This is an optimization exercise on Yosys and OpenROAD, whose aim is small area, not a production implementation.
Power figures rest on the tool's default switching activity, not on a simulated workload.

==> flow/design.v <==
module alu (
    input clk,
    input [31:0] a,
    input [31:0] b,
    input [4:0] op,
    output reg [31:0] out,
    output wire zflag,
    output reg nflag,
    output reg cflag,
    output reg vflag,
    output wire sflag,
    output reg hflag
);
    assign sflag = nflag ^ vflag;
    wire valid  = ~op[4] & ((~op[3] & (op[2] | op[0])) | (op[3] & ~op[2] & ~(op[1] & op[0])));
    wire op_ld  = ~op[3] & ~op[2] & ~op[1];           
    wire upd_o  = valid;
    wire upd_f  = valid & ~op_ld;
    wire op_add = ~op[2] & op[1] & op[0];             
    wire op_sub = op[2] & ~op[1] & ~op[0];            
    wire op_and = op[2] & ~op[1] & op[0];             
    wire op_or  = op[2] & op[1] & ~op[0];             
    wire op_xor = op[2] & op[1] & op[0];              
    wire op_sh  = op[3] & (op[1] | op[0]);            
    wire op_sl  = op[3] & op[0];                      
    wire op_sr  = op[3] & op[1];                      
    wire arith  = op_add | op_sub;
    wire bsel1 = op[1] | op[3] | (op[2] & op[0]);       
    wire bsel0 = ~op[1] & ~op[0] & (op[2] | op[3]);     
    wire [31:0] bb = (b & {32{bsel1}}) | (~b & {32{bsel0}});
    wire [31:0] g  = a & bb;
    wire [31:0] t  = a | bb;
    wire [31:0] q  = a ^ bb;
    wire [7:0] bg, bp;
    genvar k;
    generate
        for (k = 0; k < 8; k = k + 1) begin : blk
            assign bg[k] = g[4*k+3] | (t[4*k+3] & g[4*k+2]) | (t[4*k+3] & t[4*k+2] & g[4*k+1])
                         | (t[4*k+3] & t[4*k+2] & t[4*k+1] & g[4*k]);
            assign bp[k] = t[4*k+3] & t[4*k+2] & t[4*k+1] & t[4*k];
        end
    endgenerate
    wire [8:0] bc;
    assign bc[0] = op[2];    
    wire [7:0] g1, p1, g2, p2, g3;
    generate
        for (k = 0; k < 8; k = k + 1) begin : pfx
            if (k % 2 == 1) begin : l1
                assign g1[k] = bg[k] | (bp[k] & bg[k-1]);
                assign p1[k] = bp[k] & bp[k-1];
            end else begin : l1n
                assign g1[k] = bg[k];
                assign p1[k] = bp[k];
            end
            if (k % 4 >= 2) begin : l2
                assign g2[k] = g1[k] | (p1[k] & g1[(k/4)*4+1]);
                assign p2[k] = p1[k] & p1[(k/4)*4+1];
            end else begin : l2n
                assign g2[k] = g1[k];
                assign p2[k] = p1[k];
            end
            if (k >= 4) begin : l3
                assign g3[k] = g2[k] | (p2[k] & (g2[3] | (p2[3] & bc[0])));
            end else begin : l3n
                assign g3[k] = g2[k] | (p2[k] & bc[0]);
            end
            assign bc[k+1] = g3[k];
        end
    endgenerate
    wire [32:0] c;
    generate
        for (k = 0; k < 8; k = k + 1) begin : icar
            assign c[4*k]   = bc[k];
            assign c[4*k+1] = g[4*k]   | (t[4*k]   & c[4*k]);
            assign c[4*k+2] = g[4*k+1] | (t[4*k+1] & c[4*k+1]);
            assign c[4*k+3] = g[4*k+2] | (t[4*k+2] & c[4*k+2]);
        end
    endgenerate
    assign c[32] = bc[8];
    wire [31:0] kk  = ({32{arith}} & c[31:0]) | ({32{op_or}} & g) | ({32{op_and}} & t);
    wire [31:0] sum = q ^ kk;
    wire [15:0] hg = a[15:0] & b[15:0];
    wire [15:0] ht = a[15:0] | b[15:0];
    wire [3:0] hbg, hbp;
    generate
        for (k = 0; k < 4; k = k + 1) begin : hblk
            assign hbg[k] = hg[4*k+3] | (ht[4*k+3] & hg[4*k+2]) | (ht[4*k+3] & ht[4*k+2] & hg[4*k+1])
                          | (ht[4*k+3] & ht[4*k+2] & ht[4*k+1] & hg[4*k]);
            assign hbp[k] = ht[4*k+3] & ht[4*k+2] & ht[4*k+1] & ht[4*k];
        end
    endgenerate
    wire hc1 = hbg[0];
    wire hc2 = hbg[1] | (hbp[1] & hc1);
    wire hc3 = hbg[2] | (hbp[2] & hc2);
    wire k16 = hbg[3] | (hbp[3] & hc3);
    wire [4:0] s = b[4:0] - 5'd1;
    wire sh_ok = (b[31:6] == 26'd0) & (b[5] ? (b[4:0] == 5'd0) : (b[4:0] != 5'd0));
    wire [31:0] ar;
    generate
        for (k = 0; k < 32; k = k + 1) begin : rev
            assign ar[k] = a[31-k];
        end
    endgenerate
    wire [31:0] x  = op[1] ? ar : a;
    wire [31:0] x1 = s[0] ? {x[30:0], 1'b0} : x;
    wire [31:0] x2 = s[1] ? {x1[29:0], 2'b0} : x1;
    wire [31:0] x3 = s[2] ? {x2[27:0], 4'b0} : x2;
    wire [31:0] x4 = s[3] ? {x3[23:0], 8'b0} : x3;
    wire [31:0] sh = s[4] ? {x4[15:0], 16'b0} : x4;
    wire [31:0] shr;
    generate
        for (k = 0; k < 31; k = k + 1) begin : rev2
            assign shr[k] = sh[30-k];
        end
    endgenerate
    assign shr[31] = 1'b0;
    wire en_sl = valid & op_sl & sh_ok;
    wire en_sr = valid & op_sr & sh_ok;
    wire sel_sum = valid & ~op_sh;
    wire [31:0] res = ({32{sel_sum}} & sum)
                    | ({32{en_sl}} & {sh[30:0], 1'b0})
                    | ({32{en_sr}} & shr);
    wire vv = (res[31] & ~a[31] & ~b[31]) | (~res[31] & a[31] & b[31]);
    wire n_n = res[31];
    wire v_n = (arith | op_xor | op_sh) & vv;
    wire c_n = (arith & (c[32] ^ op[2])) | (op_sh & sh_ok & sh[31]);
    wire h_n = (op_add & c[16]) | (op_sub & ~k16 & (b[15:0] != 16'd0)) | (op_sh & sh_ok & sh[15]);
    reg z_live, z_save;
    assign zflag = z_live ? (out == 32'd0) : z_save;
    wire op_ldv = valid & op_ld;
    wire [31:0] out_n = res | ({32{~upd_o}} & out);
    always @(posedge clk) begin
        out <= out_n;
        if (upd_f | op_ldv) z_live <= upd_f;
        if (op_ldv) z_save <= zflag;
        if (upd_f) begin
            nflag <= n_n;
            cflag <= c_n;
            vflag <= v_n;
            hflag <= h_n;
        end
    end
endmodule
==> flow/config.mk <==
export PLATFORM = sky130hd
export DESIGN_NAME = alu
export DESIGN_NICKNAME = alu
export VERILOG_FILES = /design/flow/design.v
export SDC_FILE = /design/flow/constraint.sdc
export NUM_CORES = 4
export LEC_CHECK = 0
export ABC_AREA = 1
export CAP_MARGIN = 20
export CORE_MARGIN = 2
export CORE_UTILIZATION = 40
export CTS_BUF_LIST = sky130_fd_sc_hd__clkbuf_8
export CTS_CLUSTER_DIAMETER = 100
export CTS_CLUSTER_SIZE = 40
export SLEW_MARGIN = 20
==> flow/constraint.sdc <==
create_clock -name core_clock -period 6.5 [get_ports {clk}]
set_input_delay 1.3000 -clock core_clock [delete_from_list [all_inputs] [get_ports {clk}]]
set_output_delay 1.3000 -clock core_clock [all_outputs]
set_load 0.01 [all_outputs]
standard.sh (not shown) runs the stock make flow with config.mk's settings and CLKGATE_MAP_FILE= SYNTH_SCRIPT=/design/flow/synth_recipe.tcl, a recipe that flattens the netlist after the stock synthesis.
==> flow/flow/run.sh <==
#!/bin/bash
# Own layout flow: the standard ORFS flow (standard.sh) with two changes:
#  - synthesis runs synth_recipe.tcl with Yosys's abc pass pointed at an
#    area-oriented ABC mapping script (flow/abc_area.script);
#  - no full/half-adder extraction before ABC (ADDER_MAP_FILE empty);
#  - the port buffers that global placement inserts are buf_1 cells.
set -euo pipefail
W=$(pwd)
{ head -1 synth_recipe.tcl; cat flow/my_abc_proc.tcl; tail -n +2 synth_recipe.tcl; } > my_synth.tcl
export MY_ABC_SCRIPT=$W/flow/abc_area.script
bash standard.sh SYNTH_SCRIPT=$W/my_synth.tcl \
  "BUFFER_PORTS_ARGS=-buffer_cell sky130_fd_sc_hd__buf_1" ADDER_MAP_FILE= finish > standard_flow.log 2>&1
==> flow/flow/abc_area.script <==
strash
&get -n
&dch
&nf -R 1000
&put
==> flow/flow/my_abc_proc.tcl <==
# Yosys's abc pass runs the ABC script named by MY_ABC_SCRIPT instead of
# ORFS's abc_area/abc_speed script; everything else is synth_recipe.tcl.
proc abc {args} {
  if {[info exists ::env(MY_ABC_SCRIPT)] && $::env(MY_ABC_SCRIPT) ne ""} {
    set i [lsearch $args -script]
    if {$i >= 0} { set args [lreplace $args [expr {$i+1}] [expr {$i+1}] $::env(MY_ABC_SCRIPT)] }
  }
  puts "my_synth: abc [lsearch -inline -all $args *.script]"
  yosys abc {*}$args
}
Next try:
--- a/flow/design.v
+++ b/flow/design.v
@@ -3,9 +3,9 @@
     input [31:0] a,
     input [31:0] b,
     input [4:0] op,
     output reg [31:0] out,
-    output wire zflag,
+    output reg zflag,
     output reg nflag,
     output reg cflag,
     output reg vflag,
     output wire sflag,
@@ -41,31 +41,11 @@
         end
     endgenerate
     wire [8:0] bc;
     assign bc[0] = op[2];    
-    wire [7:0] g1, p1, g2, p2, g3;
     generate
-        for (k = 0; k < 8; k = k + 1) begin : pfx
-            if (k % 2 == 1) begin : l1
-                assign g1[k] = bg[k] | (bp[k] & bg[k-1]);
-                assign p1[k] = bp[k] & bp[k-1];
-            end else begin : l1n
-                assign g1[k] = bg[k];
-                assign p1[k] = bp[k];
-            end
-            if (k % 4 >= 2) begin : l2
-                assign g2[k] = g1[k] | (p1[k] & g1[(k/4)*4+1]);
-                assign p2[k] = p1[k] & p1[(k/4)*4+1];
-            end else begin : l2n
-                assign g2[k] = g1[k];
-                assign p2[k] = p1[k];
-            end
-            if (k >= 4) begin : l3
-                assign g3[k] = g2[k] | (p2[k] & (g2[3] | (p2[3] & bc[0])));
-            end else begin : l3n
-                assign g3[k] = g2[k] | (p2[k] & bc[0]);
-            end
-            assign bc[k+1] = g3[k];
+        for (k = 0; k < 8; k = k + 1) begin : bcar
+            assign bc[k+1] = bg[k] | (bp[k] & bc[k]);
         end
     endgenerate
     wire [32:0] c;
     generate
@@ -100,41 +80,41 @@
         for (k = 0; k < 32; k = k + 1) begin : rev
             assign ar[k] = a[31-k];
         end
     endgenerate
-    wire [31:0] x  = op[1] ? ar : a;
-    wire [31:0] x1 = s[0] ? {x[30:0], 1'b0} : x;
+    wire [31:0] x1 = ({32{~op[1] & ~s[0]}} & a) | ({32{~op[1] & s[0]}} & {a[30:0], 1'b0})
+                   | ({32{op[1] & ~s[0]}} & ar) | ({32{op[1] & s[0]}} & {ar[30:0], 1'b0});
     wire [31:0] x2 = s[1] ? {x1[29:0], 2'b0} : x1;
     wire [31:0] x3 = s[2] ? {x2[27:0], 4'b0} : x2;
     wire [31:0] x4 = s[3] ? {x3[23:0], 8'b0} : x3;
-    wire [31:0] sh = s[4] ? {x4[15:0], 16'b0} : x4;
-    wire [31:0] shr;
-    generate
-        for (k = 0; k < 31; k = k + 1) begin : rev2
-            assign shr[k] = sh[30-k];
-        end
-    endgenerate
-    assign shr[31] = 1'b0;
+    wire [31:0] sh = s[4] ? {x4[15:0], 16'b0} : x4;    
     wire en_sl = valid & op_sl & sh_ok;
     wire en_sr = valid & op_sr & sh_ok;
     wire sel_sum = valid & ~op_sh;
+    wire sl0 = en_sl & ~s[4], sl1 = en_sl & s[4];
+    wire sr0 = en_sr & ~s[4], sr1 = en_sr & s[4];
+    wire [31:0] x4r;     
+    generate
+        for (k = 0; k < 32; k = k + 1) begin : rev3
+            assign x4r[k] = x4[31-k];
+        end
+    endgenerate
     wire [31:0] res = ({32{sel_sum}} & sum)
-                    | ({32{en_sl}} & {sh[30:0], 1'b0})
-                    | ({32{en_sr}} & shr);
+                    | ({32{sl0}} & {x4[30:0], 1'b0})
+                    | ({32{sl1}} & {x4[14:0], 17'b0})
+                    | ({32{sr0}} & {1'b0, x4r[31:1]})
+                    | ({32{sr1}} & {17'b0, x4r[31:17]});
     wire vv = (res[31] & ~a[31] & ~b[31]) | (~res[31] & a[31] & b[31]);
+    wire z_n = (res == 32'd0);
     wire n_n = res[31];
     wire v_n = (arith | op_xor | op_sh) & vv;
     wire c_n = (arith & (c[32] ^ op[2])) | (op_sh & sh_ok & sh[31]);
     wire h_n = (op_add & c[16]) | (op_sub & ~k16 & (b[15:0] != 16'd0)) | (op_sh & sh_ok & sh[15]);
-    reg z_live, z_save;
-    assign zflag = z_live ? (out == 32'd0) : z_save;
-    wire op_ldv = valid & op_ld;
     wire [31:0] out_n = res | ({32{~upd_o}} & out);
     always @(posedge clk) begin
         out <= out_n;
-        if (upd_f | op_ldv) z_live <= upd_f;
-        if (op_ldv) z_save <= zflag;
         if (upd_f) begin
+            zflag <= z_n;
             nflag <= n_n;
             cflag <= c_n;
             vflag <= v_n;
             hflag <= h_n;
Effect: Total power went up by 1.8%. Routed wire length went up by 2.3%. Global-route usage went up by 1.2 points. Flip-flop and latch count went down by 1. Hold slack got worse by 46 ps.
No functional check of the RTL was part of any run of this note.

## static timing again, ports no longer ideal
Ports are ideal in the flow. The routed layouts listed here were re-timed in OpenROAD. Step 1, drivers: a clkbuf_16 drives clk and a buf_2 each remaining input, both assumed. Step 2 times the ports against the registers' clock, not the clock port: input delays grow and output delays shrink by t, the midpoint of the rising clock arrivals with the driver on. Three values: no drivers, after step 1, after step 2; two values: the first two.
run | t, ns | slack for setup (ns) | worst setup path after step 2
the first run | 0.336 | 0.845 / 0.857 / 0.521 | input to register
the second run | 0.312 | 0.388 / 0.390 / 0.078 | input to register
After both steps setup and hold are still met in every run listed. For the first run, which loses most, drivers alone change the setup slack by +0.012 ns; drivers and shift together by -0.324 ns.
